This design comes from an exercise in tuning for small area and a short achievable clock period on the open sky130 flow, not from production work.
Function was checked by simulation only, so behaviour that the tests miss may differ from the original.

Setup of build 68:
==> flow/design.v (excerpt) <==
module CS(Y, X, reset, clk);
input clk, reset;
input [7:0] X;
output reg [9:0] Y;
reg [3:0] count;                  
reg [7:0] w0, w1, w2, w3, w4, w5, w6, w7, w8;    
reg [7:0] q;                      
reg [3:0] r;                      
reg nz;                           
always @(posedge clk) nz <= ~reset;
wire [7:0] qz = q & {8{nz}};
wire [3:0] rz = r & {4{nz}};
always @(posedge clk) begin
  q <= qn; r <= rn;
end
wire full = (count == 4'd9);
wire en = full & ~reset;
wire [7:0] qn;
wire [3:0] rn;
wire [9:0] Yd;
always @(posedge clk) begin
  w0 <= X; w1 <= w0; w2 <= w1; w3 <= w2; w4 <= w3;
  w5 <= w4; w6 <= w5; w7 <= w6; w8 <= w7;
end
always @(posedge clk) begin
  if (reset) count <= 4'd0;
  else if (!full) count <= count + 4'd1;
end
always @(posedge clk) Y <= Yd;
  ...
For scale: ~20 I/O pins, about 0.0066 mm2 of cells after synthesis.
==> flow/config.mk <==
export PLATFORM = sky130hd
export DESIGN_NAME = CS
export DESIGN_NICKNAME = CS
export VERILOG_FILES = /design/flow/design.v
export SDC_FILE = /design/flow/constraint.sdc
export NUM_CORES = 4
export LEC_CHECK = 0
export CAP_MARGIN = 20
export CORE_MARGIN = 2
export CORE_UTILIZATION = 50
export CTS_BUF_LIST = sky130_fd_sc_hd__clkbuf_8
export SLEW_MARGIN = 20
export SYNTH_HIERARCHICAL = 1
export SYNTH_MINIMUM_KEEP_SIZE = 0
==> flow/constraint.sdc <==
create_clock -name core_clock -period 23.0 [get_ports {clk}]
set_input_delay 4.6000 -clock core_clock [delete_from_list [all_inputs] [get_ports {clk}]]
set_output_delay 4.6000 -clock core_clock [all_outputs]
set_load 0.01 [all_outputs]
standard.sh (not shown) runs the stock make flow with config.mk's settings and CLKGATE_MAP_FILE= SYNTH_SCRIPT=/design/flow/synth_recipe.tcl, a recipe that flattens the netlist after the stock synthesis.
==> flow/flow/run.sh <==
#!/bin/bash
# The standard layout (standard.sh), with two changes to how it is made:
#  - ORFS's timing repair aims at a setup slack of 13.5 ns at the design's clock
#    period (SETUP_SLACK_MARGIN), so repair_timing sizes and buffers critical paths;
#  - every input and output port still gets a buffer, of cell sky130_fd_sc_hd__buf_2.
set -e
export SETUP_SLACK_MARGIN=13.5
export BUFFER_PORTS_ARGS="-buffer_cell sky130_fd_sc_hd__buf_2"
bash standard.sh > standard.log 2>&1
### build 68 -> build 86
Settings: CORE_UTILIZATION: 50 -> 55.
Build 86: PASS, flow complete, no timing, DRC or antenna violations
Area growth from synthesis to layout in build 86 is 0.23 points below build 68.
Note that the number of placement rows recorded for build 68 amounts to 1.05 times the value seen in build 86.
Sort build 86 and build 68 by final setup slack of the worst path, ascending, and build 68 comes first.
Cell area: build 68 vs build 86 — no meaningful difference
When build 86 is measured against build 68, its number of vias per cell after detailed routing turns out 3.0% higher.
Overall track demand over capacity in global routing (lower): build 68
--- input diff build 86..build 36 ---
Settings: CORE_UTILIZATION: 55 -> 40.
==> flow/flow/run.sh <==
#!/bin/bash
# The standard layout (standard.sh), with two changes to how it is made:
#  - ORFS's timing repair aims at a setup slack of 13.75 ns at the design's clock
#    period (SETUP_SLACK_MARGIN), so repair_timing sizes and buffers critical paths;
#  - every input and output port still gets a buffer, of cell sky130_fd_sc_hd__buf_2.
set -e
export SETUP_SLACK_MARGIN=13.75
export BUFFER_PORTS_ARGS="-buffer_cell sky130_fd_sc_hd__buf_2"
bash standard.sh > standard.log 2>&1
The sequential share of layout area in build 36 sits 1.3 points below the value recorded for build 86.
Across both runs, synthesis-to-finish area growth was higher for build 36 than for build 86.
Between build 86 and build 36, net total in the final layout increased.
Build 36 vs. build 86: count of clock-buffer cells in the layout saw little to no change; die area went up; number of signal-net buffers in the layout rose by about 25%.
Changes in build 66 relative to build 36:
Settings: putting GPL_TIMING_DRIVEN at 1 where nothing was set.
==> flow/flow/run.sh <==
#!/bin/bash
# The standard layout (standard.sh), with two changes to how it is made:
#  - ORFS's timing repair aims at a setup slack of 13.5 ns at the design's clock
#    period (SETUP_SLACK_MARGIN), so repair_timing sizes and buffers critical paths;
#  - every input and output port still gets a buffer, of cell sky130_fd_sc_hd__buf_2.
set -e
export SETUP_SLACK_MARGIN=13.5
export BUFFER_PORTS_ARGS="-buffer_cell sky130_fd_sc_hd__buf_2"
bash standard.sh > standard.log 2>&1
[summary]
Of build 66 and build 36, it is build 66 that has the lower fmax. Sort build 66 and build 36 by fraction of layout cells with a size suffix above 1 asc -> top: build 66. The run with more routed wire is build 36, not build 66. Delta (build 66 minus build 36): total setup buffers inserted after CTS -1; fraction of the cycle the final worst path needs +0.61 points. On first-pass GRT wire length, build 66 and build 36 are basically level. Comparing build 66 and build 36, the higher final period demand of the worst path was measured on build 66. Fraction of area in registers in build 66 is 0.82 points above build 36. Sum of met3 wire segment lengths after detailed routing (build 66 vs. build 36) increases by a few percent.


CS, a different RTL version from the one above (not shown whole).
For scale: roughly 20 I/O pins, ~0.0067 sq mm of cells after synthesis.
export LEC_CHECK = 0
export CAP_MARGIN = 20
export CORE_MARGIN = 2
export CORE_UTILIZATION = 40
export SLEW_MARGIN = 20
export SYNTH_HIERARCHICAL = 1
export SYNTH_MINIMUM_KEEP_SIZE = 0
create_clock -name core_clock -period 23.0 [get_ports {clk}]
==> flow/flow/run.sh <==
#!/bin/bash
# The standard layout (standard.sh), with ORFS's timing repair aimed at a
# setup slack of 13 ns at the design's clock period (SETUP_SLACK_MARGIN),
# so that repair_timing sizes and buffers the critical paths.
set -e
export SETUP_SLACK_MARGIN=13
bash standard.sh > standard.log 2>&1
The starting point completed without violations.
Next try:
==> flow/flow/run.sh (replaced) <==
#!/bin/bash
# The standard layout (standard.sh), with two changes to how it is made:
#  - ORFS's timing repair aims at a setup slack of 13.5 ns at the design's clock
#    period (SETUP_SLACK_MARGIN), so repair_timing sizes and buffers critical paths;
#  - every input and output port still gets a buffer, of cell sky130_fd_sc_hd__buf_2.
set -e
export SETUP_SLACK_MARGIN=13.5
export BUFFER_PORTS_ARGS="-buffer_cell sky130_fd_sc_hd__buf_2"
bash standard.sh > standard.log 2>&1
Setup slack gains 350 ps.
Register-to-register slack gains 350 ps.
Global-route usage came out higher by 0.32 points.
Synthesized cell count is unchanged.

[port drivers added, routing unchanged]
The results above use ideal ports. As a check the final layouts listed here were re-extracted and re-timed, cells and wires unchanged. Step 1 assumes that a clkbuf_16 drives the clock port and a buf_2 every other input. Step 2, shift: input delay + t, output delay - t, t = (earliest + latest rising clock arrival at the registers) / 2. This alone moves slack from input paths to output paths. Slacks: ideal / step 1 / step 2; pairs: ideal / step 1.
| run | t, ns | setup slack, ns | slew at the worst register clock pin (ns) | worst slew at a driven data input, ns | cell pins on the clock port's net |
|---|---|---|---|---|---|
| build 68 | 0.435 | 13.896 / 13.896 / 13.839 | 0.11 / 0.11 | 0.03 | 1 |
| build 86 | 0.420 | 13.933 / 13.933 / 13.871 | 0.10 / 0.10 | 0.03 | 1 |
| build 36 | 0.428 | 13.980 / 13.980 / 13.904 | 0.11 / 0.11 | 0.04 | 1 |
| build 66 | 0.428 | 13.840 / 13.840 / 13.840 | 0.11 / 0.11 | 0.04 | 1 |
| the first run of note 2 | 0.396 | 13.533 / 13.533 / 13.415 | 0.07 / 0.07 | 0.03 | 1 |
| the second run of note 2 | 0.391 | 13.879 / 13.879 / 13.879 | 0.07 / 0.07 | 0.04 | 1 |
After both steps setup and hold are still met in every run listed. The setup slack of the first run of note 2, which loses most, moves by 0.000 ns with the drivers and by -0.118 ns with both steps.
